Context: an optimization exercise on an open-source flow, tuned for a short achievable clock period and few clock cycles per item. The choices shown serve that exercise and are no tape-out recipe. In this exercise RTL edits were held to simulation tests only and were not proved equivalent to the original.

$ cat config.mk
export PLATFORM = sky130hd
export DESIGN_NAME = present_v0
export DESIGN_NICKNAME = present_v0
export VERILOG_FILES = /design/flow/design.v
export SDC_FILE = /design/flow/constraint.sdc
export NUM_CORES = 4
export LEC_CHECK = 0
export CAP_MARGIN = 20
export CORE_MARGIN = 2
export CORE_UTILIZATION = 40
export SLEW_MARGIN = 20
$ cat constraint.sdc
create_clock -name core_clock -period 5.5 [get_ports {clk}]
set_input_delay 1.1000 -clock core_clock [delete_from_list [all_inputs] [get_ports {clk}]]
set_output_delay 1.1000 -clock core_clock [all_outputs]
set_load 0.01 [all_outputs]
$ cat design.v
package present_pkg;
localparam N_ROUNDS = 31;
localparam LATENCY  = 5;    
endpackage
module present_v0_sp (
  input  [63:0] x,
  output [63:0] dn
);
function automatic [3:0] sb(input [3:0] i);
  case (i)
    4'h0: sb = 4'hC; 4'h1: sb = 4'h5; 4'h2: sb = 4'h6; 4'h3: sb = 4'hB;
    4'h4: sb = 4'h9; 4'h5: sb = 4'h0; 4'h6: sb = 4'hA; 4'h7: sb = 4'hD;
    4'h8: sb = 4'h3; 4'h9: sb = 4'hE; 4'hA: sb = 4'hF; 4'hB: sb = 4'h8;
    4'hC: sb = 4'h4; 4'hD: sb = 4'h7; 4'hE: sb = 4'h1; default: sb = 4'h2;
  endcase
endfunction
wire [63:0] s;
genvar i;
generate
  for (i = 0; i < 16; i = i + 1) begin : g_sb
    assign s[4*i+3:4*i] = sb(x[4*i+3:4*i]);
  end
  for (i = 0; i < 63; i = i + 1) begin : g_p
    assign dn[(16*i) % 63] = s[i];
  end
endgenerate
assign dn[63] = s[63];
endmodule
module present_v0_kround #(parameter [4:0] RC = 5'd1) (
  input  [127:0] k,
  output [127:0] kn
);
function automatic [3:0] sb(input [3:0] i);
  case (i)
    4'h0: sb = 4'hC; 4'h1: sb = 4'h5; 4'h2: sb = 4'h6; 4'h3: sb = 4'hB;
    4'h4: sb = 4'h9; 4'h5: sb = 4'h0; 4'h6: sb = 4'hA; 4'h7: sb = 4'hD;
    4'h8: sb = 4'h3; 4'h9: sb = 4'hE; 4'hA: sb = 4'hF; 4'hB: sb = 4'h8;
    4'hC: sb = 4'h4; 4'hD: sb = 4'h7; 4'hE: sb = 4'h1; default: sb = 4'h2;
  endcase
endfunction
wire [127:0] kr = {k[66:0], k[127:67]};
assign kn = {sb(kr[127:124]), sb(kr[123:120]), kr[119:67], kr[66:62] ^ RC, kr[61:0]};
endmodule
module present_v0_dp (
  input          clk,
  input  [63:0]  plaintext,
  input  [127:0] key,
  output [63:0]  ciphertext
);
wire [127:0] kk [0:31];
wire [64*33-1:0] rk;
assign kk[0] = key;
assign rk[63:0] = 64'd0;
genvar r;
generate
  for (r = 1; r <= 31; r = r + 1) begin : g_ks
    present_v0_kround #(.RC(r)) u_k (.k(kk[r-1]), .kn(kk[r]));
  end
  for (r = 1; r <= 32; r = r + 1) begin : g_rk
    assign rk[64*r +: 64] = kk[r-1][127:64];
  end
endgenerate
reg [63:0] dr1;
reg [64*33-1:0] kr1;    
reg [63:0] dr2;
reg [64*33-1:0] kr2;    
reg [63:0] dr3;
reg [64*33-1:0] kr3;    
reg [63:0] dr4;
reg [64*33-1:0] kr4;    
reg [63:0] dr5;
reg [64*33-1:0] kr5;    
wire [63:0] w_0 = plaintext;
wire [63:0] w_1;
wire [63:0] w_2;
wire [63:0] w_3;
wire [63:0] w_4;
wire [63:0] w_5;
wire [63:0] w_6;
wire [63:0] w_7;
wire [63:0] w_8;
wire [63:0] w_9;
wire [63:0] w_10;
wire [63:0] w_11;
wire [63:0] w_12;
wire [63:0] w_13;
wire [63:0] w_14;
wire [63:0] w_15;
wire [63:0] w_16;
wire [63:0] w_17;
wire [63:0] w_18;
wire [63:0] w_19;
wire [63:0] w_20;
wire [63:0] w_21;
wire [63:0] w_22;
wire [63:0] w_23;
wire [63:0] w_24;
wire [63:0] w_25;
wire [63:0] w_26;
wire [63:0] w_27;
wire [63:0] w_28;
wire [63:0] w_29;
wire [63:0] w_30;
wire [63:0] w_31;
wire [63:0] w_32;
wire [63:0] w_33;
wire [63:0] w_34;
wire [63:0] w_35;
wire [63:0] w_36;
wire [63:0] w_37;
wire [63:0] w_38;
wire [63:0] w_39;
wire [63:0] w_40;
wire [63:0] w_41;
wire [63:0] w_42;
wire [63:0] w_43;
wire [63:0] w_44;
wire [63:0] w_45;
wire [63:0] w_46;
wire [63:0] w_47;
wire [63:0] w_48;
wire [63:0] w_49;
wire [63:0] w_50;
wire [63:0] w_51;
wire [63:0] w_52;
wire [63:0] w_53;
wire [63:0] w_54;
wire [63:0] w_55;
wire [63:0] w_56;
wire [63:0] w_57;
wire [63:0] w_58;
wire [63:0] w_59;
wire [63:0] w_60;
wire [63:0] w_61;
wire [63:0] w_62;
wire [63:0] w_63;
always @(posedge clk) begin
  dr1 <= w_7;
  kr1 <= rk;
  dr2 <= w_19;
  kr2 <= kr1;
  dr3 <= w_31;
  kr3 <= kr2;
  dr4 <= w_43;
  kr4 <= kr3;
  dr5 <= w_55;
  kr5 <= kr4;
end
assign w_1 = w_0 ^ rk[64 +: 64];
present_v0_sp u_sp1 (.x(w_1), .dn(w_2));
assign w_3 = w_2 ^ rk[128 +: 64];
present_v0_sp u_sp2 (.x(w_3), .dn(w_4));
assign w_5 = w_4 ^ rk[192 +: 64];
present_v0_sp u_sp3 (.x(w_5), .dn(w_6));
assign w_7 = w_6 ^ rk[256 +: 64];
present_v0_sp u_sp4 (.x(dr1), .dn(w_8));
assign w_9 = w_8 ^ kr1[320 +: 64];
present_v0_sp u_sp5 (.x(w_9), .dn(w_10));
assign w_11 = w_10 ^ kr1[384 +: 64];
present_v0_sp u_sp6 (.x(w_11), .dn(w_12));
assign w_13 = w_12 ^ kr1[448 +: 64];
present_v0_sp u_sp7 (.x(w_13), .dn(w_14));
assign w_15 = w_14 ^ kr1[512 +: 64];
present_v0_sp u_sp8 (.x(w_15), .dn(w_16));
assign w_17 = w_16 ^ kr1[576 +: 64];
present_v0_sp u_sp9 (.x(w_17), .dn(w_18));
assign w_19 = w_18 ^ kr1[640 +: 64];
present_v0_sp u_sp10 (.x(dr2), .dn(w_20));
assign w_21 = w_20 ^ kr2[704 +: 64];
present_v0_sp u_sp11 (.x(w_21), .dn(w_22));
assign w_23 = w_22 ^ kr2[768 +: 64];
present_v0_sp u_sp12 (.x(w_23), .dn(w_24));
assign w_25 = w_24 ^ kr2[832 +: 64];
present_v0_sp u_sp13 (.x(w_25), .dn(w_26));
assign w_27 = w_26 ^ kr2[896 +: 64];
present_v0_sp u_sp14 (.x(w_27), .dn(w_28));
assign w_29 = w_28 ^ kr2[960 +: 64];
present_v0_sp u_sp15 (.x(w_29), .dn(w_30));
assign w_31 = w_30 ^ kr2[1024 +: 64];
present_v0_sp u_sp16 (.x(dr3), .dn(w_32));
assign w_33 = w_32 ^ kr3[1088 +: 64];
present_v0_sp u_sp17 (.x(w_33), .dn(w_34));
assign w_35 = w_34 ^ kr3[1152 +: 64];
present_v0_sp u_sp18 (.x(w_35), .dn(w_36));
assign w_37 = w_36 ^ kr3[1216 +: 64];
present_v0_sp u_sp19 (.x(w_37), .dn(w_38));
assign w_39 = w_38 ^ kr3[1280 +: 64];
present_v0_sp u_sp20 (.x(w_39), .dn(w_40));
assign w_41 = w_40 ^ kr3[1344 +: 64];
present_v0_sp u_sp21 (.x(w_41), .dn(w_42));
assign w_43 = w_42 ^ kr3[1408 +: 64];
present_v0_sp u_sp22 (.x(dr4), .dn(w_44));
assign w_45 = w_44 ^ kr4[1472 +: 64];
present_v0_sp u_sp23 (.x(w_45), .dn(w_46));
assign w_47 = w_46 ^ kr4[1536 +: 64];
present_v0_sp u_sp24 (.x(w_47), .dn(w_48));
assign w_49 = w_48 ^ kr4[1600 +: 64];
present_v0_sp u_sp25 (.x(w_49), .dn(w_50));
assign w_51 = w_50 ^ kr4[1664 +: 64];
present_v0_sp u_sp26 (.x(w_51), .dn(w_52));
assign w_53 = w_52 ^ kr4[1728 +: 64];
present_v0_sp u_sp27 (.x(w_53), .dn(w_54));
assign w_55 = w_54 ^ kr4[1792 +: 64];
present_v0_sp u_sp28 (.x(dr5), .dn(w_56));
assign w_57 = w_56 ^ kr5[1856 +: 64];
present_v0_sp u_sp29 (.x(w_57), .dn(w_58));
assign w_59 = w_58 ^ kr5[1920 +: 64];
present_v0_sp u_sp30 (.x(w_59), .dn(w_60));
assign w_61 = w_60 ^ kr5[1984 +: 64];
present_v0_sp u_sp31 (.x(w_61), .dn(w_62));
assign w_63 = w_62 ^ kr5[2048 +: 64];
assign ciphertext = w_63;
endmodule
import present_pkg::*;
module present_v0_ctrl (
  input  clk,
  input  nrst,
  input  start,
  output eoc
);
reg [LATENCY-1:0] v;
always @(posedge clk or negedge nrst)
  if (!nrst) v <= '0;
  else       v <= {v[LATENCY-2:0], start};
assign eoc = v[LATENCY-1];
endmodule
module present_v0(
                 clk,
                 nrst,
                 start,
                 eoc,
                 plaintext,
                 key,
                 ciphertext
                );
input  clk;
input  nrst;
input  start;
output eoc;
input  [63:0] plaintext;
input  [127:0] key;
output [63:0] ciphertext;
present_v0_dp dp_i (
  .clk(clk),
  .plaintext(plaintext),
  .key(key),
  .ciphertext(ciphertext)
);
present_v0_ctrl ctrl_i (
  .clk(clk),
  .nrst(nrst),
  .start(start),
  .eoc(eoc)
);
endmodule
$ cat flow/run.sh
#!/bin/bash
# Own layout flow: the standard ORFS flow (standard.sh), with changes that
# only affect how the logic is mapped, sized and placed. The registers, their
# names and cell types stay those of the standard synthesis.
#  - no full/half-adder extraction (ADDER_MAP_FILE empty): the XOR-rich S-box
#    logic otherwise ends up in slow ha/fa cells that abc cannot restructure;
#  - abc maps the logic with the delay-oriented script flow/abc_fast.script;
#  - the make variables listed in flow/knobs.txt (one NAME=value per line).
# Each tool's output goes to the logs that ORFS writes under orfs/logs, and
# the whole make output to standard_flow.log in this folder.
set -euo pipefail
here=$(pwd)
flowdir=$(cd "$(dirname "${BASH_SOURCE[0]}")" && pwd)
{
  printf 'proc abc {args} {\n'
  printf '  set i [lsearch -exact $args -script]\n'
  printf '  if {$i >= 0} { lset args [expr {$i + 1}] {%s} }\n' "$flowdir/abc_fast.script"
  printf '  yosys abc {*}$args\n'
  printf '}\n'
  cat "$here/synth_recipe.tcl"
} > "$here/own_synth.tcl"
knobs=()
if [[ -f "$flowdir/knobs.txt" ]]; then
  while IFS= read -r line; do
    [[ -z "$line" || "$line" == \#* ]] && continue
    knobs+=("$line")
  done < "$flowdir/knobs.txt"
fi
bash "$here/standard.sh" SYNTH_SCRIPT="$here/own_synth.tcl" ADDER_MAP_FILE= "${knobs[@]}" finish > "$here/standard_flow.log" 2>&1
$ cat flow/abc_fast.script
strash
dch -f
map -p
strash
dch -f
map -p
buffer -c
upsize -c
dnsize -c
stime -c
$ cat flow/knobs.txt
MATCH_CELL_FOOTPRINT=0
BUFFER_PORTS_ARGS=-buffer_cell sky130_fd_sc_hd__buf_4
CORE_UTILIZATION=55
$ cat standard.sh
#!/bin/bash
# synth_recipe.tcl (not shown) runs the flow's synth.tcl, then flattens the netlist and writes it again
# the make line also repeats each setting of config.mk as NAME=value (left out here)
make -C /OpenROAD-flow-scripts/flow DESIGN_CONFIG=/design/flow/config.mk WORK_HOME=/design/flow/orfs CLKGATE_MAP_FILE= SYNTH_SCRIPT=/design/flow/synth_recipe.tcl "${@:-finish}"
==> metrics.md, run 1 <==
| Metric | Value |
|---|---|
| Chip Width | `about 560 µm` |
| Post-synth cell types | `129` |
| Ys async rst share | `0.00300` |
| Status | `aborted with a tool error` |
| Cells after synthesis | `22927` |
| Clock sink total | `1667` |
| Global-route wire length before repair | `1800000 µm` |
| Longest Clk Path Bufs | `4` |
| Dpl hpwl | `901000 µm` |
| Die H | `556 µm` |
| Syn Std Cell Area | `168000 µm²` |
| # IOs | `260` |
| Gp weighted congestion | `around 1.3` |
| # port buffers | `259` |
| Yosys warns | `34` |
| Post-DP Area | `202000 µm²` |
| Cell taking the most area after synthesis | `dfxtp_1` |
| Synth Flop Type | `dfxtp_1` |
| Core Rows | `202` |
| Starting Density | `0.553` |
| First Err | `[ERROR GRT-0116] Global routing finished with congestion. Check the congestion regions in the DRC Viewer.` |
| H-tree depth | `4` |
| Total grt overflow | `2471` |
| Sequential-to-total area share from yosys stat | `0.199` |
| GRT Overall Usage | `0.782` |
| Root buf cell | `clkbuf_16` |
| Synth top area share | `0.199` |
| Vias in the first global route | `234188` |
| Syn Nets | `23122` |
| Main area contributors after synthesis | `dfxtp_1 20%, nand3_1 13%, nand4_1 9.5%` |
| Exit stage | `global routing (5_1_grt)` |
| Largest net degree at the start of global routing | `19` |
| Post-synth EDFFs | `0` |
| Synth Area per Inst | `7.31 µm²` |
| Num CTS Buffers | `179` |
| #FFs+latches synth | `around 1700` |
-- repair_timing --
item,in CTS
buffers inserted,29
hold endpoints to repair,5
hold buffers,1
resized for setup,268
setup endpoints to repair,91
pin swaps,27
-- metrics by stage --
stage	cells	worst slack, ps	hold WS, ps
floorplan	22927	952	310
CTS	30838	-99.2	241
detailed placement	30480	-424	312
global placement	30480	-420	310
-- Yosys cell counts, types with 95 or more instances --
master	count
xor3_1	263
nand4_1	2548
o2bb2ai_1	428
nand3b_1	298
o211ai_2	114
o21ai_0	216
inv_1	1479
nand3_2	155
o21a_1	141
clkbuf_1	98
and2_1	172
buf_2	139
and3_1	95
a21o_1	778
nand2_1	3680
nand4_2	113
a21oi_1	547
nand3_1	4505
nand2b_1	332
a31o_2	180
o211ai_1	786
xnor2_1	392
nand2_2	151
a22oi_1	137
o21bai_1	215
xnor3_1	227
xor2_1	438
nor2_1	295
a41oi_1	101
dfxtp_1	1662
a31oi_1	229
o21ai_1	187
-- how the worst min path moves through the flow --
stage	start	to	slack (ps)	cells after the start
3_5_place_dp	dp_i.kr1[2059]	dp_i.kr2[2059]	310	0
2_1_floorplan	dp_i.kr1[1022]	dp_i.kr2[1022]	310	0
3_3_place_gp	dp_i.kr3[2016]	dp_i.kr4[2016]	310	0
4_1_cts	start	ctrl_i.v[0]	240	1
-- cell families after synthesis --
logic type / after synthesis / synth area share
AOI/OAI and AO/OA: 5314 / 0.245
xor gates and xnor gates: 1382 / 0.117
buffers and inverters: 1809 / 0.0425
DFF: 1667 / 0.199
muxes: 78 / 0.00475
and+or+nand+nor: 12677 / 0.392
-- layer usage --
layer  GRT overflow  GRT usage
met5             13      0.319
met4            773      0.802
met3            133      0.635
met1            129      0.783
met2           1423      0.932
Testbench counts, summed over its fixed seeds: cycles 4,000, items 800.
==> inputs of run 2 (changes only) <==
--- a/design.v
+++ b/design.v
@@ -1,24 +1,29 @@
 package present_pkg;
 localparam N_ROUNDS = 31;
-localparam LATENCY  = 5;    
+localparam LATENCY  = 6;    
 endpackage
+module present_v0_sbox (
+  input      [3:0] i,
+  output reg [3:0] o
+);
+always @* begin
+  case (i)
+    4'h0: o = 4'hC; 4'h1: o = 4'h5; 4'h2: o = 4'h6; 4'h3: o = 4'hB;
+    4'h4: o = 4'h9; 4'h5: o = 4'h0; 4'h6: o = 4'hA; 4'h7: o = 4'hD;
+    4'h8: o = 4'h3; 4'h9: o = 4'hE; 4'hA: o = 4'hF; 4'hB: o = 4'h8;
+    4'hC: o = 4'h4; 4'hD: o = 4'h7; 4'hE: o = 4'h1; default: o = 4'h2;
+  endcase
+end
+endmodule
 module present_v0_sp (
   input  [63:0] x,
   output [63:0] dn
 );
-function automatic [3:0] sb(input [3:0] i);
-  case (i)
-    4'h0: sb = 4'hC; 4'h1: sb = 4'h5; 4'h2: sb = 4'h6; 4'h3: sb = 4'hB;
-    4'h4: sb = 4'h9; 4'h5: sb = 4'h0; 4'h6: sb = 4'hA; 4'h7: sb = 4'hD;
-    4'h8: sb = 4'h3; 4'h9: sb = 4'hE; 4'hA: sb = 4'hF; 4'hB: sb = 4'h8;
-    4'hC: sb = 4'h4; 4'hD: sb = 4'h7; 4'hE: sb = 4'h1; default: sb = 4'h2;
-  endcase
-endfunction
 wire [63:0] s;
 genvar i;
 generate
   for (i = 0; i < 16; i = i + 1) begin : g_sb
-    assign s[4*i+3:4*i] = sb(x[4*i+3:4*i]);
+    present_v0_sbox u_s (.i(x[4*i+3:4*i]), .o(s[4*i+3:4*i]));
   end
   for (i = 0; i < 63; i = i + 1) begin : g_p
     assign dn[(16*i) % 63] = s[i];
@@ -30,16 +35,11 @@
   input  [127:0] k,
   output [127:0] kn
 );
-function automatic [3:0] sb(input [3:0] i);
-  case (i)
-    4'h0: sb = 4'hC; 4'h1: sb = 4'h5; 4'h2: sb = 4'h6; 4'h3: sb = 4'hB;
-    4'h4: sb = 4'h9; 4'h5: sb = 4'h0; 4'h6: sb = 4'hA; 4'h7: sb = 4'hD;
-    4'h8: sb = 4'h3; 4'h9: sb = 4'hE; 4'hA: sb = 4'hF; 4'hB: sb = 4'h8;
-    4'hC: sb = 4'h4; 4'hD: sb = 4'h7; 4'hE: sb = 4'h1; default: sb = 4'h2;
-  endcase
-endfunction
 wire [127:0] kr = {k[66:0], k[127:67]};
-assign kn = {sb(kr[127:124]), sb(kr[123:120]), kr[119:67], kr[66:62] ^ RC, kr[61:0]};
+wire [3:0] s1, s0;
+present_v0_sbox u_s1 (.i(kr[127:124]), .o(s1));
+present_v0_sbox u_s0 (.i(kr[123:120]), .o(s0));
+assign kn = {s1, s0, kr[119:67], kr[66:62] ^ RC, kr[61:0]};
 endmodule
 module present_v0_dp (
   input          clk,
@@ -70,6 +70,8 @@
 reg [64*33-1:0] kr4;    
 reg [63:0] dr5;
 reg [64*33-1:0] kr5;    
+reg [63:0] dr6;
+reg [64*33-1:0] kr6;    
 wire [63:0] w_0 = plaintext;
 wire [63:0] w_1;
 wire [63:0] w_2;
@@ -135,16 +137,18 @@
 wire [63:0] w_62;
 wire [63:0] w_63;
 always @(posedge clk) begin
-  dr1 <= w_7;
+  dr1 <= w_9;
   kr1 <= rk;
   dr2 <= w_19;
   kr2 <= kr1;
-  dr3 <= w_31;
+  dr3 <= w_29;
   kr3 <= kr2;
-  dr4 <= w_43;
+  dr4 <= w_39;
   kr4 <= kr3;
-  dr5 <= w_55;
+  dr5 <= w_48;
   kr5 <= kr4;
+  dr6 <= w_57;
+  kr6 <= kr5;
 end
 assign w_1 = w_0 ^ rk[64 +: 64];
 present_v0_sp u_sp1 (.x(w_1), .dn(w_2));
@@ -153,9 +157,9 @@
 assign w_5 = w_4 ^ rk[192 +: 64];
 present_v0_sp u_sp3 (.x(w_5), .dn(w_6));
 assign w_7 = w_6 ^ rk[256 +: 64];
-present_v0_sp u_sp4 (.x(dr1), .dn(w_8));
-assign w_9 = w_8 ^ kr1[320 +: 64];
-present_v0_sp u_sp5 (.x(w_9), .dn(w_10));
+present_v0_sp u_sp4 (.x(w_7), .dn(w_8));
+assign w_9 = w_8 ^ rk[320 +: 64];
+present_v0_sp u_sp5 (.x(dr1), .dn(w_10));
 assign w_11 = w_10 ^ kr1[384 +: 64];
 present_v0_sp u_sp6 (.x(w_11), .dn(w_12));
 assign w_13 = w_12 ^ kr1[448 +: 64];
@@ -175,9 +179,9 @@
 assign w_27 = w_26 ^ kr2[896 +: 64];
 present_v0_sp u_sp14 (.x(w_27), .dn(w_28));
 assign w_29 = w_28 ^ kr2[960 +: 64];
-present_v0_sp u_sp15 (.x(w_29), .dn(w_30));
-assign w_31 = w_30 ^ kr2[1024 +: 64];
-present_v0_sp u_sp16 (.x(dr3), .dn(w_32));
+present_v0_sp u_sp15 (.x(dr3), .dn(w_30));
+assign w_31 = w_30 ^ kr3[1024 +: 64];
+present_v0_sp u_sp16 (.x(w_31), .dn(w_32));
 assign w_33 = w_32 ^ kr3[1088 +: 64];
 present_v0_sp u_sp17 (.x(w_33), .dn(w_34));
 assign w_35 = w_34 ^ kr3[1152 +: 64];
@@ -185,30 +189,30 @@
 assign w_37 = w_36 ^ kr3[1216 +: 64];
 present_v0_sp u_sp19 (.x(w_37), .dn(w_38));
 assign w_39 = w_38 ^ kr3[1280 +: 64];
-present_v0_sp u_sp20 (.x(w_39), .dn(w_40));
-assign w_41 = w_40 ^ kr3[1344 +: 64];
+present_v0_sp u_sp20 (.x(dr4), .dn(w_40));
+assign w_41 = w_40 ^ kr4[1344 +: 64];
 present_v0_sp u_sp21 (.x(w_41), .dn(w_42));
-assign w_43 = w_42 ^ kr3[1408 +: 64];
-present_v0_sp u_sp22 (.x(dr4), .dn(w_44));
+assign w_43 = w_42 ^ kr4[1408 +: 64];
+present_v0_sp u_sp22 (.x(w_43), .dn(w_44));
 assign w_45 = w_44 ^ kr4[1472 +: 64];
 present_v0_sp u_sp23 (.x(w_45), .dn(w_46));
 assign w_47 = w_46 ^ kr4[1536 +: 64];
 present_v0_sp u_sp24 (.x(w_47), .dn(w_48));
-assign w_49 = w_48 ^ kr4[1600 +: 64];
+assign w_49 = dr5 ^ kr5[1600 +: 64];
 present_v0_sp u_sp25 (.x(w_49), .dn(w_50));
-assign w_51 = w_50 ^ kr4[1664 +: 64];
+assign w_51 = w_50 ^ kr5[1664 +: 64];
 present_v0_sp u_sp26 (.x(w_51), .dn(w_52));
-assign w_53 = w_52 ^ kr4[1728 +: 64];
+assign w_53 = w_52 ^ kr5[1728 +: 64];
 present_v0_sp u_sp27 (.x(w_53), .dn(w_54));
-assign w_55 = w_54 ^ kr4[1792 +: 64];
-present_v0_sp u_sp28 (.x(dr5), .dn(w_56));
+assign w_55 = w_54 ^ kr5[1792 +: 64];
+present_v0_sp u_sp28 (.x(w_55), .dn(w_56));
 assign w_57 = w_56 ^ kr5[1856 +: 64];
-present_v0_sp u_sp29 (.x(w_57), .dn(w_58));
-assign w_59 = w_58 ^ kr5[1920 +: 64];
+present_v0_sp u_sp29 (.x(dr6), .dn(w_58));
+assign w_59 = w_58 ^ kr6[1920 +: 64];
 present_v0_sp u_sp30 (.x(w_59), .dn(w_60));
-assign w_61 = w_60 ^ kr5[1984 +: 64];
+assign w_61 = w_60 ^ kr6[1984 +: 64];
 present_v0_sp u_sp31 (.x(w_61), .dn(w_62));
-assign w_63 = w_62 ^ kr5[2048 +: 64];
+assign w_63 = w_62 ^ kr6[2048 +: 64];
 assign ciphertext = w_63;
 endmodule
 import present_pkg::*;
==> flow/knobs.txt (replaced) <==
MATCH_CELL_FOOTPRINT=0
BUFFER_PORTS_ARGS=-buffer_cell sky130_fd_sc_hd__buf_4
SETUP_SLACK_MARGIN=0.3
==> run 2 against run 1 <==
Net effect: the run now finishes clean; area after synthesis rose by 3.1%; synthesized cell count is 1.8% higher.
==> metrics.md, run 2 <==
| Metric | Value |
|---|---|
| Chip Width | `661 µm (+19%)` |
| Post-DP Area | `203000 µm² (+0.50%)` |
| Status | `complete, no violations` |
| Peak Freq | `~190 MHz` |
| Syn Std Cell Area | `173000 µm² (+3.1%)` |
| Slew HR | `0.234` |
| Fin crit period | `5240 ps` |
| Hold Fails Final Rpt | `0` |
| Crit path max fanout | `7` |
| Kind of critical path | `flop to flop` |
| CP Cell Sequence | `buf_4 -> or2_2 -> nand4_2 -> nand2_1 -> o211ai_2 -> nand2_1 -> nand4_1 -> o2bb2ai_1 -> nand3_1 -> nand4_2 -> nand3_2 -> o2111ai_2 -> nand2_1 -> nand4_1 -> nand3_1 -> nand3_1 -> nand4_1 -> a22oi_1 -> a41oi_2 -> buf_4` |
| Global-route wire length before repair | `1510000 µm` |
| Synth Flop Type | `dfxtp_1` |
| Vias in the first global route | `187405` |
| Routed wire length | `1140000 µm` |
| Area growth syn-to-layout | `22.1%` |
| Clock sink total | `1933 (+16%)` |
| WL per Instance | `35.3 µm` |
| RSZ-0062 raised after global routing | `yes` |
| Drc violations | `0` |
| CP Launch Type | `flop` |
| Core Rows | `241 (+19%)` |
| # IOs | `260 (unchanged)` |
| Gp weighted congestion | `1.22 (-7.8%)` |
| Worst hold path class | `input port to flop` |
| Synth Area per Inst | `7.40 µm² (+1.3%)` |
| Period utilization | `0.953` |
| Initial DRT Pass Iterations | `15` |
| Largest register FFs | `between 300 and 400` |
| Main area contributors after synthesis | `dfxtp_1 22%, nand3_1 14%, nand4_1 8.7%` |
| Max Clock Skew | `125 ps` |
| Slowest CP cell | `o2111ai_2` |
| #FFs+latches synth | `1933 (+16%)` |
| Number of vias per cell | `6.70` |
| CP arrival | `slightly above 6000 ps` |
| Cell taking the most area after synthesis | `dfxtp_1` |
| Initial DRC count | `34250` |
| H-tree depth | `4 (unchanged)` |
| Commonest non-fill, non-tap cell in the layout | `nand3_1` |
| Sequential-to-total area share from yosys stat | `0.224 (+0.0248)` |
| Commonest non-fill, non-tap cells in the layout | `4673 x nand3_1, 3908 x nand2_1, 3060 x buf_4` |
| CP max stage delay | `530 ps` |
| Commonest cells post-synth | `4676 x nand3_1, 3910 x nand2_1, 2412 x nand4_1, 1927 x dfxtp_1, 1383 x inv_1` |
| Die H | `661 µm (+19%)` |
| Setup crit end kind | `flop` |
| Dpl hpwl | `991000 µm (+9.9%)` |
| Post-route ant nets | `0` |
| Starting Density | `0.401 (-0.152)` |
| Core box area | `431000 µm²` |
| # port buffers | `259 (unchanged)` |
| Num CTS Buffers | `219 (+22%)` |
| Root buf cell | `clkbuf_16` |
| Post-synth EDFFs | `0 (unchanged)` |
| Total of max-cap violations | `0` |
| Design Area, Final | `211000 µm²` |
| Initial antenna violation count | `~190` |
| Clock latency (worst-skew pair) | `~1100 ps` |
| Worst-margin pin slew | `1150 ps` |
| Post-synth cell types | `133 (+3.1%)` |
| Worst EP required | `6390 ps` |
| Hold WS | `roughly 180 ps` |
| Nets | `26573` |
| Final Max Slew Viols | `0` |
| Fraction of layout cells with a size suffix above 1 | `0.175` |
| Most common cell in the synthesized netlist | `nand3_1` |
| Yosys warns | `3 (-91%)` |
| Longest Clk Path Bufs | `4 (unchanged)` |
| Final setup viols | `0` |
| Largest Register | `dp_i.kr1` |
| Vias | `approximately 220k` |
| GRT Overall Usage | `0.496` |
| Syn Nets | `23538 (+1.8%)` |
| Synth top area share | `0.223 (+0.0247)` |
| Die area | `437000 µm²` |
| Cells after synthesis | `23343 (+1.8%)` |
| Worst-path clk slew | `60 ps` |
| Total grt overflow | `0` |
| Ys async rst share | `0.00310 (+0.000105)` |
| Register-to-register setup slack | `~260 ps` |
| Finished Core Util | `0.490` |
| CTS tree | `built` |
| Biggest regs | `dp_i.kr1: 373 flops, dp_i.kr2: 328 flops, dp_i.kr3: 279 flops` |
| Largest net degree at the start of global routing | `21` |
-- run 2: changes by cell type after synthesis, sizes merged, moves of 32 or more --
cell / change
nand3: +131
dfxtp: +265
a31o: -33
nand2: +219
inv: -96
a21o: +38
nand4: -182
nand3b: +32
buf: +38
nor2: +46
nand2b: +45
-- run 2: final timing paths --
path / start / end / cells past startpoint
max: dp_i.kr2[834] / dp_i.u_sp15.g_sb[6].u_s.o[1] / 20
min: start / ctrl_i.v[0] / 1
max reg2reg: dp_i.kr2[834] / dp_i.u_sp15.g_sb[6].u_s.o[1] / 20
min reg2reg: dp_i.kr1[1986] / dp_i.kr2[1986] / 0
max in group asynchronous: nrst / ctrl_i.v[1] / 2
min in group asynchronous: nrst / ctrl_i.v[0] / 2
-- run 2: layer usage --
| metal | part of all wire | track usage |
|---|---|---|
| met5 | 0.00031 | 0 |
| met4 | 0.12 | 0.492 |
| met3 | 0.13 | 0.161 |
| met2 | 0.39 | 0.694 |
| met1 | 0.36 | 0.585 |
-- run 2: logic make-up after synthesis --
| family | after synthesis | synth area share |
|---|---|---|
| simple gates | 12963 | 0.382 |
| compound gates | 5262 | 0.235 |
| flops | 1933 | 0.224 |
| buf+inv | 1746 | 0.0404 |
| xor+xnor | 1394 | 0.116 |
| mux | 45 | 0.00267 |
-- run 2: per-stage QoR --
stage / std cells / TNS [ps] / setup slack [ps]
after floorplan: 23343 / 0 / 1390
after global placement: 31856 / -4870 / -247
after detailed placement: 31856 / -1090 / -126
after CTS: 32265 / 0 / 215
after global routing: 32304 / 0 / 235
final: 32396 / 0 / 259
-- run 2: area by class of cell --
cell class,instances,area (µm²)
antenna,121,303
clock buffer,265,5890
clock inverter,143,1790
fill,42407,220000
inverter,1434,5380
multi-input combinational,19664,127000
sequential,1933,38800
tap,5710,7140
timing repair buffer,3126,24300
-- run 2: worst max-delay path: cells and delay by family, from the launching register on --
kind | cells | cell delay (ps)
and+or+nand+nor | 13 | 2910
DFF | 1 | 370
buffers and inverters | 2 | 410
AOI/OAI and AO/OA | 5 | 1440
-- run 2: repair_timing --
action | 4_1_cts | 5_1_grt
gates cloned | 0 | 0
hold buffers | 1 | 0
pin swaps | 0 | 8
hold endpoints to repair | 6 | 0
resized for setup | 4 | 59
setup buffers | 0 | 9
endpoints found under the setup margin | 9 | 177
Testbench counts of run 2, summed over its fixed seeds: cycles 4,800, items 800.
==> inputs of run 3 (changes only) <==
==> design.v (replaced) <==
package present_pkg;
localparam N_ROUNDS = 31;
localparam R_IN     = 4;    
localparam R_ITER   = 4;    
localparam N_ITER   = 6;    
endpackage
module present_v0_sbox (
  input      [3:0] i,
  output reg [3:0] o
);
always @* begin
  case (i)
    4'h0: o = 4'hC; 4'h1: o = 4'h5; 4'h2: o = 4'h6; 4'h3: o = 4'hB;
    4'h4: o = 4'h9; 4'h5: o = 4'h0; 4'h6: o = 4'hA; 4'h7: o = 4'hD;
    4'h8: o = 4'h3; 4'h9: o = 4'hE; 4'hA: o = 4'hF; 4'hB: o = 4'h8;
    4'hC: o = 4'h4; 4'hD: o = 4'h7; 4'hE: o = 4'h1; default: o = 4'h2;
  endcase
end
endmodule
module present_v0_round (
  input  [63:0]  d,
  input  [127:0] k,
  input  [4:0]   rc,
  output [63:0]  dn,
  output [127:0] kn
);
wire [63:0] x = d ^ k[127:64];
wire [63:0] s;
genvar i;
generate
  for (i = 0; i < 16; i = i + 1) begin : g_sb
    present_v0_sbox u_s (.i(x[4*i+3:4*i]), .o(s[4*i+3:4*i]));
  end
  for (i = 0; i < 63; i = i + 1) begin : g_p
    assign dn[(16*i) % 63] = s[i];
  end
endgenerate
assign dn[63] = s[63];
wire [127:0] kr = {k[66:0], k[127:67]};
wire [3:0] s1, s0;
present_v0_sbox u_s1 (.i(kr[127:124]), .o(s1));
present_v0_sbox u_s0 (.i(kr[123:120]), .o(s0));
assign kn = {s1, s0, kr[119:67], kr[66:62] ^ rc, kr[61:0]};
endmodule
module present_v0_dp (
  input          clk,
  input          ld,
  input  [2:0]   cnt,
  input  [63:0]  plaintext,
  input  [127:0] key,
  output [63:0]  ciphertext
);
reg  [63:0]  D;
reg  [127:0] K;
wire [63:0]  a_d [0:4];
wire [127:0] a_k [0:4];
assign a_d[0] = plaintext;
assign a_k[0] = key;
wire [63:0]  b_d [0:4];
wire [127:0] b_k [0:4];
assign b_d[0] = D;
assign b_k[0] = K;
wire [4:0] base = {cnt, 2'b00} + 5'd5;
wire [63:0]  c_d [0:3];
wire [127:0] c_k [0:3];
assign c_d[0] = D;
assign c_k[0] = K;
genvar j;
generate
  for (j = 0; j < 4; j = j + 1) begin : g_r
    localparam [4:0] RA = j + 1;
    localparam [4:0] RB = j;
    present_v0_round u_a (.d(a_d[j]), .k(a_k[j]), .rc(RA), .dn(a_d[j+1]), .kn(a_k[j+1]));
    present_v0_round u_b (.d(b_d[j]), .k(b_k[j]), .rc(base + RB), .dn(b_d[j+1]), .kn(b_k[j+1]));
  end
  for (j = 0; j < 3; j = j + 1) begin : g_o
    localparam [4:0] RC = 29 + j;
    present_v0_round u_c (.d(c_d[j]), .k(c_k[j]), .rc(RC), .dn(c_d[j+1]), .kn(c_k[j+1]));
  end
endgenerate
always @(posedge clk) begin
  D <= ld ? a_d[4] : b_d[4];
  K <= ld ? a_k[4] : b_k[4];
end
assign ciphertext = c_d[3] ^ c_k[3][127:64];
endmodule
import present_pkg::*;
module present_v0_ctrl (
  input        clk,
  input        nrst,
  input        start,
  output reg   eoc,
  output reg [2:0] cnt
);
reg busy;
always @(posedge clk or negedge nrst)
  if (!nrst) begin
    busy <= 1'b0;
    cnt  <= 3'd0;
    eoc  <= 1'b0;
  end else begin
    eoc <= busy && (cnt == N_ITER - 1);
    if (start) begin
      busy <= 1'b1;
      cnt  <= 3'd0;
    end else if (busy) begin
      cnt <= cnt + 3'd1;
      if (cnt == N_ITER - 1) busy <= 1'b0;
    end
  end
endmodule
module present_v0(
                 clk,
                 nrst,
                 start,
                 eoc,
                 plaintext,
                 key,
                 ciphertext
                );
input  clk;
input  nrst;
input  start;
output eoc;
input  [63:0] plaintext;
input  [127:0] key;
output [63:0] ciphertext;
wire [2:0] cnt;
present_v0_dp dp_i (
  .clk(clk),
  .ld(start),
  .cnt(cnt),
  .plaintext(plaintext),
  .key(key),
  .ciphertext(ciphertext)
);
present_v0_ctrl ctrl_i (
  .clk(clk),
  .nrst(nrst),
  .start(start),
  .eoc(eoc),
  .cnt(cnt)
);
endmodule
==> run 3 against run 2 <==
Net effect: final area down 75%; non-clock buffer count shrank 2709; via count decreased by 72%; fmax rose by 0.63%; critical path type is now flop to primary output; clock skew decreased by 100 ps; hold slack improved by 140 ps; first-iteration DRC count fell by 76%; cell count is 73% lower; global-route usage down 2.5 points.
==> metrics.md, run 3 <==
| Metric | Value |
|---|---|
| Slew HR | `0.272 (+0.0382)` |
| Post-DP Area | `50400 µm² (-75%)` |
| Core Rows | `124 (-49%)` |
| Sequential-to-total area share from yosys stat | `0.0872 (-0.137)` |
| Post-synth EDFFs | `0 (unchanged)` |
| Starting Density | `0.404 (+0.00219)` |
| Area growth syn-to-layout | `12.5%` |
| CP startpoint | `dp_i.K[85]` |
| Main area contributors after synthesis | `nand3_1 16%, nand4_1 10%, nand2_1 8.9%` |
| Biggest regs | `dp_i.K: 123 flops, dp_i.D: 64 flops` |
| Total of max-cap violations | `0 (unchanged)` |
| Register-to-register setup slack | `580 ps (+320 ps)` |
| Fraction of layout cells with a size suffix above 1 | `0.154 (-0.0206)` |
| Dpl hpwl | `254000 µm (-74%)` |
| RSZ-0062 raised after global routing | `yes` |
| GRT Overall Usage | `0.471 (-0.0254)` |
| Longest Clk Path Bufs | `2 (-2)` |
| Die area | `118000 µm² (-73%)` |
| Design Area, Final | `52000 µm² (-75%)` |
| Crit path max fanout | `6 (-1)` |
| CTS tree | `built` |
| Total grt overflow | `0 (unchanged)` |
| Initial antenna violation count | `29 (-84%)` |
| Worst-path clk slew | `90 ps (+30 ps)` |
| Status | `complete, no violations` |
| Largest register FFs | `123 (-67%)` |
| Fin crit period | `5210 ps (-32.9 ps)` |
| Post-synth cell types | `118 (-11%)` |
| Top cell family by delay on the critical path | `simple AND/OR/NAND/NOR gates` |
| Synth Flop Type | `dfxtp_1` |
| Nets | `7375 (-72%)` |
| Root buf cell | `clkbuf_16` |
| Kind of critical path | `flop to primary output` |
| Syn Nets | `7075 (-70%)` |
| Peak Freq | `192 MHz (+0.63%)` |
| Syn Std Cell Area | `46200 µm² (-73%)` |
| Cell mode on critical path | `nand2_1` |
| CP max stage delay | `510 ps (-20 ps)` |
| RR Endpoint | `dp_i.D[42]` |
| Initial DRC count | `8303 (-76%)` |
| Synth Area per Inst | `6.72 µm² (-9.3%)` |
| WL per Instance | `33.4 µm (-5.2%)` |
| Routed wire length | `291000 µm (-74%)` |
| Yosys warns | `3 (unchanged)` |
| FF-to-FF Start | `ctrl_i.cnt[0]` |
| Worst reg-to-reg path cell count | `17 (-15%)` |
| Period utilization | `0.947 (-0.00599)` |
| Initial DRT Pass Iterations | `45 (+30)` |
| Post-route ant nets | `0 (unchanged)` |
| Final setup TNS | `0 ps (unchanged)` |
| Setup crit end kind | `primary output` |
| CP Cell Sequence | `nand2b_1 -> nand2_1 -> nand3_1 -> o211ai_1 -> nand3_1 -> nand2_1 -> nand4_1 -> a21o_1 -> nand2_1 -> nand2_1 -> nand3_1 -> nand2_1 -> o211ai_1 -> nand2_2 -> buf_4` |
| Die H | `344 µm (-48%)` |
| Worst-margin pin slew | `1090 ps (-59.7 ps)` |
| Num CTS Buffers | `17 (-92%)` |
| CTS Hold Buffers Added | `0 (-1)` |
| H-tree depth | `4 (unchanged)` |
| Cell taking the most area after synthesis | `nand3_1` |
| Worst setup path endpoint | `ciphertext[57]` |
| Commonest non-fill, non-tap cell in the layout | `nand3_1` |
| Commonest cells post-synth | `1483 x nand3_1, 1101 x nand2_1, 739 x nand4_1, 432 x inv_1, 269 x o211ai_1` |
| Slowest CP cell | `dfxtp_2` |
| Chip Width | `344 µm (-48%)` |
| Core box area | `115000 µm² (-73%)` |
| Final Max Slew Viols | `0 (unchanged)` |
| Max Clock Skew | `20.5 ps (-105 ps)` |
| CP bufs+invs | `1 (-1)` |
| Most common cell in the synthesized netlist | `nand3_1` |
| Stages on the worst setup path | `15 (-25%)` |
| CP arrival | `4110 ps (-2020 ps)` |
| Clock latency (worst-skew pair) | `560 ps (-530 ps)` |
| Synth top area share | `0.161 (-0.0626)` |
| Largest net degree at the start of global routing | `106 (+400%)` |
| Cells after synthesis | `6880 (-71%)` |
| CP Launch Type | `flop` |
| Drc violations | `0 (unchanged)` |
| Commonest non-fill, non-tap cells in the layout | `1442 x nand3_1, 1074 x nand2_1, 739 x nand4_1` |
| Hold Fails Final Rpt | `0 (unchanged)` |
| # IOs | `260 (unchanged)` |
| Clock sink total | `200 (-90%)` |
| Largest Register | `dp_i.K` |
| Number of vias per cell | `7.04 (+5.0%)` |
| Gp weighted congestion | `1.16 (-4.4%)` |
| Worst hold path class | `input port to asynchronous set/reset pin` |
| Global-route wire length before repair | `392000 µm (-74%)` |
| #FFs+latches synth | `200 (-90%)` |
| Vias | `61349 (-72%)` |
| Final setup viols | `0 (unchanged)` |
| Vias in the first global route | `52618 (-72%)` |
| Ys async rst share | `0.0250 (+0.0219)` |
| # port buffers | `259 (unchanged)` |
| Worst EP required | `4400 ps (-1990 ps)` |
==> run 3: cells by family after synthesis <==
family                    synth area share
xor gates and xnor gates             0.102
muxes                               0.0272
and+or+nand+nor                      0.459
DFF                                 0.0872
AOI/OAI and AO/OA                    0.274
buffers and inverters               0.0510
==> run 3: worst min path at each step <==
| stage | start | to | slack, ps | depth (start not counted) |
|---|---|---|---|---|
| 5_1_grt | nrst | ctrl_i.eoc | 320 | 1 |
| 2_1_floorplan | dp_i.K[17] | dp_i.K[5] | 460 | 2 |
| 4_1_cts | nrst | ctrl_i.eoc | 310 | 1 |
| 3_5_place_dp | ctrl_i.busy | ctrl_i.eoc | 550 | 1 |
| 3_3_place_gp | ctrl_i.busy | ctrl_i.eoc | 530 | 1 |
| 6_report | nrst | ctrl_i.eoc | 330 | 1 |
==> run 3: layout make-up <==
cell class,count,area (µm²)
clock buffer,17,425
inverter,441,1660
clock inverter,15,195
multi-input combinational,6103,40500
antenna,12,30.0
tap,1512,1890
timing repair buffer,417,3170
sequential,200,4140
fill,12056,62500
==> run 3: what timing repair did <==
action | 4_1_cts | 5_1_grt
gates resized for setup | 76 | 137
pin swaps | 2 | 21
buffers inserted | 2 | 14
endpoints found under the setup margin | 55 | 59
==> run 3: metrics by stage <==
step                      setup slack [ps]  hold slack (ps)  instances   util
after floorplan                       1740              464       6880      -
after global placement                 423              533       8657  0.441
after detailed placement               407              546       8657  0.441
after CTS                              246              314       8691  0.448
after global routing                   232              323       8705  0.454
final                                  292              327       8717  0.454
==> run 3: per-layer routing <==
layer | vias up | track usage | share of wire
met1 | 29078 | 0.583 | 0.38
met3 | 908 | 0.106 | 0.11
met5 | - | 0 | 0.00035
li1 | 27251 | - | -
met4 | 14 | 0.438 | 0.11
met2 | 4098 | 0.673 | 0.40
Testbench counts of run 3, summed over its fixed seeds: cycles 5,600, items 800.

## port drivers added, routing unchanged
The flow's constraints put no driver on any port. The routed layouts listed below were extracted and timed again, unchanged, in two steps.
Step 1: set_driving_cell puts a clkbuf_16 on clk and a buf_2 on each other input, an assumption about the parent block.
Step 2 also shifts input and output timing later by t, the mid clock arrival at the registers, as if the neighbouring blocks saw the same clock.
Slacks: ideal ports / drivers / drivers and shift; pairs: ideal ports / drivers.
| run | t (ns) | setup slack, ns | slew at the worst register clock pin (ns) |
|---|---|---|---|
| run 2 | 1.147 | 0.259 / 0.147 / -0.584 | 0.08 / 0.08 |
| run 3 | 0.625 | 0.292 / 0.220 / 0.012 | 0.10 / 0.10 |
With both steps, setup timing fails in run 2, where it was met with ideal ports. The setup slack of run 2, which loses most, moves by -0.112 ns with the drivers and by -0.843 ns with both steps.
